This design comes from an exercise in tuning for small area on the open sky130 flow, not from production work. The RTL was checked by simulation tests, not by an equivalence proof against the original design. Power figures rest on the tool's default switching activity, not on a simulated workload.

try-quartz:
## register_file
module register_file #(parameter W_width = 32) (
input wire			CLK, RST,
input wire [2:0]		srcRegA,
input wire [2:0]		destReg,
input wire [W_width-1:0]	writeData,
input wire			regWrite,
input wire [2:0]		srcRegB,
output [W_width-1:0]		outBusA,
output [W_width-1:0]		outBusB
);
clock: 5.0 ns
lec_check: 0
cap_margin: 20
core_margin: 2
core_utilization: 40
slew_margin: 20
synth_hierarchical: 1
synth_minimum_keep_size: 0
standard.sh (not shown) runs the stock make flow with config.mk's settings and CLKGATE_MAP_FILE= SYNTH_SCRIPT=/design/flow/synth_recipe.tcl, a recipe that flattens the netlist after the stock synthesis.
==> flow/flow/run.sh <==
#!/bin/bash
# Standard synthesis (for the register names and cell types), then a
# hand-mapped netlist around those registers (flow/gen_netlist.py), then the
# standard layout with port buffers of buf_1 and a clock tree of small buffers.
set -euo pipefail
R=orfs/results/sky130hd/register_file/base
bash standard.sh synth > synth.log 2>&1
cp $R/1_2_yosys.v 1_2_yosys.std.v
python3 flow/gen_netlist.py 1_2_yosys.std.v $R/1_2_yosys.v > gen_netlist.log 2>&1
rm -f $R/1_synth.odb $R/1_synth.sdc
CTSBUF="sky130_fd_sc_hd__clkbuf_8"
bash standard.sh \
  "BUFFER_PORTS_ARGS=-buffer_cell sky130_fd_sc_hd__buf_1" \
  "CTS_ARGS=-sink_clustering_enable -repair_clock_nets -dont_use_dummy_load -buf_list {$CTSBUF} -sink_clustering_size 16 -sink_clustering_max_diameter 60" \
  finish > finish.log 2>&1
==> flow/flow/gen_netlist.py <==
# Write the register file's gate-level netlist by hand: the flip-flops exactly
# as the standard synthesis named and typed them, and hand-mapped logic around
# them (address decoders of and4_4, read multiplexers of a222oi/a22oi/nand3).
# usage: gen_netlist.py STANDARD_NETLIST OUT_NETLIST
import re, sys

std = open(sys.argv[1]).read()
W = 32
P = 'sky130_fd_sc_hd__'

flops = {}
for cell, name in re.findall(r'^\s*(sky130_fd_sc_hd__\w+)\s+(\\\S+)\s*\(', std, re.M):
    m = re.match(r'\\set\.g_reg\[(\d)\]\.r\.outreg\[(\d+)\]\$_DFFE_PP_$', name)
    if m:
        flops[('d', int(m.group(1)), int(m.group(2)))] = (cell, name)
        continue
    m = re.match(r'\\set\.valid_o\[(\d)\]\$_DFF_PN0_$', name)
    if m:
        flops[('v', int(m.group(1)))] = (cell, name)
        continue
    if re.search(r'(edf|df|dl|sdf)\w*_\d$', cell):
        sys.exit('unexpected register ' + name)
assert len(flops) == 8 * W + 8, len(flops)
for k, (cell, name) in flops.items():
    assert cell == (P + 'edfxtp_1' if k[0] == 'd' else P + 'dfrtp_1'), (k, cell)

o = []
o.append('module register_file (CLK, RST, srcRegA, destReg, writeData, regWrite, srcRegB, outBusA, outBusB);')
o.append('  input CLK; input RST; input [2:0] srcRegA; input [2:0] destReg; input [31:0] writeData;')
o.append('  input regWrite; input [2:0] srcRegB; output [31:0] outBusA; output [31:0] outBusB;')
wires = []
for i in range(8):
    wires += ['we%d' % i, 'vld%d' % i, 'vnx%d' % i, 'selA%d' % i, 'selB%d' % i]
    wires += ['r%d_%d' % (i, b) for b in range(W)]
for p in 'ABD':
    wires += ['n%s%d' % (p, k) for k in range(3)]
for p in 'AB':
    for b in range(W):
        wires += ['g%s%d_%d' % (p, g, b) for g in range(3)]
o.append('  wire ' + ', '.join(wires) + ';')

n = [0]
def inst(cell, pins, name=None):
    if name is None:
        n[0] += 1
        name = 'u%d' % n[0]
    o.append('  %s%s %s (%s);' % ('' if cell.startswith(P) else P, cell, name,
             ', '.join('.%s(%s)' % kv for kv in pins)))

addr = {'A': 'srcRegA', 'B': 'srcRegB', 'D': 'destReg'}
for p, a in addr.items():
    for k in range(3):
        inst('inv_1', [('A', '%s[%d]' % (a, k)), ('Y', 'n%s%d' % (p, k))])

def bits(p, i):
    return ['%s[%d]' % (addr[p], k) if (i >> k) & 1 else 'n%s%d' % (p, k) for k in range(3)]

for i in range(8):
    b = bits('D', i)
    inst('and4_4', [('A', 'regWrite'), ('B', b[0]), ('C', b[1]), ('D', b[2]), ('X', 'we%d' % i)])
    for p in 'AB':
        b = bits(p, i)
        inst('and4_4', [('A', 'vld%d' % i), ('B', b[0]), ('C', b[1]), ('D', b[2]), ('X', 'sel%s%d' % (p, i))])
    inst('or2_1', [('A', 'vld%d' % i), ('B', 'we%d' % i), ('X', 'vnx%d' % i)])
    cell, name = flops[('v', i)]
    inst(cell, [('CLK', 'CLK'), ('D', 'vnx%d' % i), ('RESET_B', 'RST'), ('Q', 'vld%d' % i)], name + ' ')
    for b in range(W):
        cell, name = flops[('d', i, b)]
        inst(cell, [('CLK', 'CLK'), ('D', 'writeData[%d]' % b), ('DE', 'we%d' % i), ('Q', 'r%d_%d' % (i, b))], name + ' ')

for p in 'AB':
    for b in range(W):
        r = lambda i: 'r%d_%d' % (i, b)
        s = lambda i: 'sel%s%d' % (p, i)
        g = lambda k: 'g%s%d_%d' % (p, k, b)
        inst('a222oi_1', [('A1', r(0)), ('A2', s(0)), ('B1', r(1)), ('B2', s(1)), ('C1', r(2)), ('C2', s(2)), ('Y', g(0))])
        inst('a222oi_1', [('A1', r(3)), ('A2', s(3)), ('B1', r(4)), ('B2', s(4)), ('C1', r(5)), ('C2', s(5)), ('Y', g(1))])
        inst('a22oi_1', [('A1', r(6)), ('A2', s(6)), ('B1', r(7)), ('B2', s(7)), ('Y', g(2))])
        inst('nand3_1', [('A', g(0)), ('B', g(1)), ('C', g(2)), ('Y', 'outBus%s[%d]' % (p, b))])
o.append('endmodule')
open(sys.argv[2], 'w').write('\n'.join(o) + '\n')
print('wrote', n[0], 'cells and', len(flops), 'registers')
try-quartz finished every step from synthesis to the final layout, and the layout passed the timing, design-rule and antenna checks.
Input-level comparison between try-umber and try-quartz:
- removing SYNTH_MINIMUM_KEEP_SIZE (formerly 0)
- setting PLACE_DENSITY to 0.65 for the first time
- removing SYNTH_HIERARCHICAL (formerly 1)
- changing CORE_UTILIZATION from 40 to 55
diff --git a/flow/flow/run.sh b/flow/flow/run.sh
--- a/flow/flow/run.sh
+++ b/flow/flow/run.sh
@@ -9,7 +9,7 @@
 python3 flow/gen_netlist.py 1_2_yosys.std.v $R/1_2_yosys.v > gen_netlist.log 2>&1
 rm -f $R/1_synth.odb $R/1_synth.sdc
-CTSBUF="sky130_fd_sc_hd__clkbuf_8"
+CTSBUF="sky130_fd_sc_hd__clkbuf_4"
 bash standard.sh \
   "BUFFER_PORTS_ARGS=-buffer_cell sky130_fd_sc_hd__buf_1" \
-  "CTS_ARGS=-sink_clustering_enable -repair_clock_nets -dont_use_dummy_load -buf_list {$CTSBUF} -sink_clustering_size 16 -sink_clustering_max_diameter 60" \
+  "CTS_ARGS=-sink_clustering_enable -repair_clock_nets -dont_use_dummy_load -buf_list {$CTSBUF} -sink_clustering_size 12 -sink_clustering_max_diameter 40" \
   finish > finish.log 2>&1
diff --git a/flow/flow/gen_netlist.py b/flow/flow/gen_netlist.py
--- a/flow/flow/gen_netlist.py
+++ b/flow/flow/gen_netlist.py
@@ -1,5 +1,5 @@
 # Write the register file's gate-level netlist by hand: the flip-flops exactly
 # as the standard synthesis named and typed them, and hand-mapped logic around
-# them (address decoders of and4_4, read multiplexers of a222oi/a22oi/nand3).
+# them (address decoders of and4_1, read multiplexers of a222oi/a22oi/nand3).
 # usage: gen_netlist.py STANDARD_NETLIST OUT_NETLIST
 import re, sys
@@ -58,8 +58,8 @@
 for i in range(8):
     b = bits('D', i)
-    inst('and4_4', [('A', 'regWrite'), ('B', b[0]), ('C', b[1]), ('D', b[2]), ('X', 'we%d' % i)])
+    inst('and4_1', [('A', 'regWrite'), ('B', b[0]), ('C', b[1]), ('D', b[2]), ('X', 'we%d' % i)])
     for p in 'AB':
         b = bits(p, i)
-        inst('and4_4', [('A', 'vld%d' % i), ('B', b[0]), ('C', b[1]), ('D', b[2]), ('X', 'sel%s%d' % (p, i))])
+        inst('and4_1', [('A', 'vld%d' % i), ('B', b[0]), ('C', b[1]), ('D', b[2]), ('X', 'sel%s%d' % (p, i))])
     inst('or2_1', [('A', 'vld%d' % i), ('B', 'we%d' % i), ('X', 'vnx%d' % i)])
     cell, name = flops[('v', i)]
Findings:
- In the tables for try-umber and try-quartz, synthesis-to-finish area growth reads higher with try-umber.
- Diff try-umber and try-quartz: share of power burned in registers higher in try-umber
- Run comparison: try-quartz critical path's slowest cell sky130_fd_sc_hd__a222oi_1; try-umber critical path's slowest cell sky130_fd_sc_hd__and4_1
- Every stage of the flow completed for try-umber, and the final layout passed the timing, design-rule and antenna checks.
- Compared with try-quartz, in try-umber setup slack -0.37 ns, area of all placed cells without fillers fell 0.43%.
Relative to try-umber, the following input files were edited for try-fjord:
- SYNTH_HIERARCHICAL: unset -> 1
- SYNTH_MINIMUM_KEEP_SIZE: unset -> 0
diff --git a/flow/flow/run.sh b/flow/flow/run.sh
--- a/flow/flow/run.sh
+++ b/flow/flow/run.sh
@@ -12,4 +12,4 @@
 bash standard.sh \
   "BUFFER_PORTS_ARGS=-buffer_cell sky130_fd_sc_hd__buf_1" \
-  "CTS_ARGS=-sink_clustering_enable -repair_clock_nets -dont_use_dummy_load -buf_list {$CTSBUF} -sink_clustering_size 12 -sink_clustering_max_diameter 40" \
+  "CTS_ARGS=-sink_clustering_enable -repair_clock_nets -dont_use_dummy_load -buf_list {$CTSBUF} -sink_clustering_size 10 -sink_clustering_max_diameter 40" \
   finish > finish.log 2>&1
diff --git a/flow/flow/gen_netlist.py b/flow/flow/gen_netlist.py
--- a/flow/flow/gen_netlist.py
+++ b/flow/flow/gen_netlist.py
@@ -1,5 +1,5 @@
 # Write the register file's gate-level netlist by hand: the flip-flops exactly
 # as the standard synthesis named and typed them, and hand-mapped logic around
-# them (address decoders of and4_1, read multiplexers of a222oi/a22oi/nand3).
+# them (address decoders of and4_2, read multiplexers of a222oi/a22oi/nand3).
 # usage: gen_netlist.py STANDARD_NETLIST OUT_NETLIST
 import re, sys
@@ -58,8 +58,8 @@
 for i in range(8):
     b = bits('D', i)
-    inst('and4_1', [('A', 'regWrite'), ('B', b[0]), ('C', b[1]), ('D', b[2]), ('X', 'we%d' % i)])
+    inst('and4_2', [('A', 'regWrite'), ('B', b[0]), ('C', b[1]), ('D', b[2]), ('X', 'we%d' % i)])
     for p in 'AB':
         b = bits(p, i)
-        inst('and4_1', [('A', 'vld%d' % i), ('B', b[0]), ('C', b[1]), ('D', b[2]), ('X', 'sel%s%d' % (p, i))])
+        inst('and4_2', [('A', 'vld%d' % i), ('B', b[0]), ('C', b[1]), ('D', b[2]), ('X', 'sel%s%d' % (p, i))])
     inst('or2_1', [('A', 'vld%d' % i), ('B', 'we%d' % i), ('X', 'vnx%d' % i)])
     cell, name = flops[('v', i)]
[summary]
Between try-umber and try-fjord, the flow reports overall power increasing slightly. [try-fjord] global-route usage fell 0.40 points relative to try-umber. Comparing fmax for try-umber and try-fjord, the bigger number came from try-fjord. Summary of try-fjord over try-umber: number of buffers added by the clock tree synthesis step increased about 9%; final-layout worst hold slack increased 0.033 ns; final routed wirelength across all metal layers decreased 190 µm; cell total after placement decreased 11; placed wire-length estimate after detailed placement decreased 7.5%.

afterwards: timing with drivers on the ports:
Ports are ideal in the flow. The routed layouts listed here were re-timed in OpenROAD. Step 1 sets driving cells, clkbuf_16 on the clock port and buf_2 on the other inputs (assumed; they add their load-dependent delay and slew). Step 2 times the ports against the registers' clock, not the clock port: input delays grow and output delays shrink by t, the midpoint of the rising clock arrivals with the driver on. Slacks: ideal ports / drivers / drivers and shift; pairs: ideal ports / drivers.
| run | t, ns | slack for setup (ns) | worst setup path after step 2 | worst data-port slew with drivers (ns) |
|---|---|---|---|---|
| try-quartz | 0.554 | 1.423 / 1.399 / 1.399 | input to output | 0.09 |
| try-umber | 0.642 | 1.052 / 1.023 / 1.023 | input to output | 0.06 |
| try-fjord | 0.650 | 1.163 / 1.135 / 1.135 | input to output | 0.07 |
After both steps every run listed still meets setup and hold. The setup slack of try-umber, which loses most, moves by -0.029 ns with the drivers and by -0.029 ns with both steps.
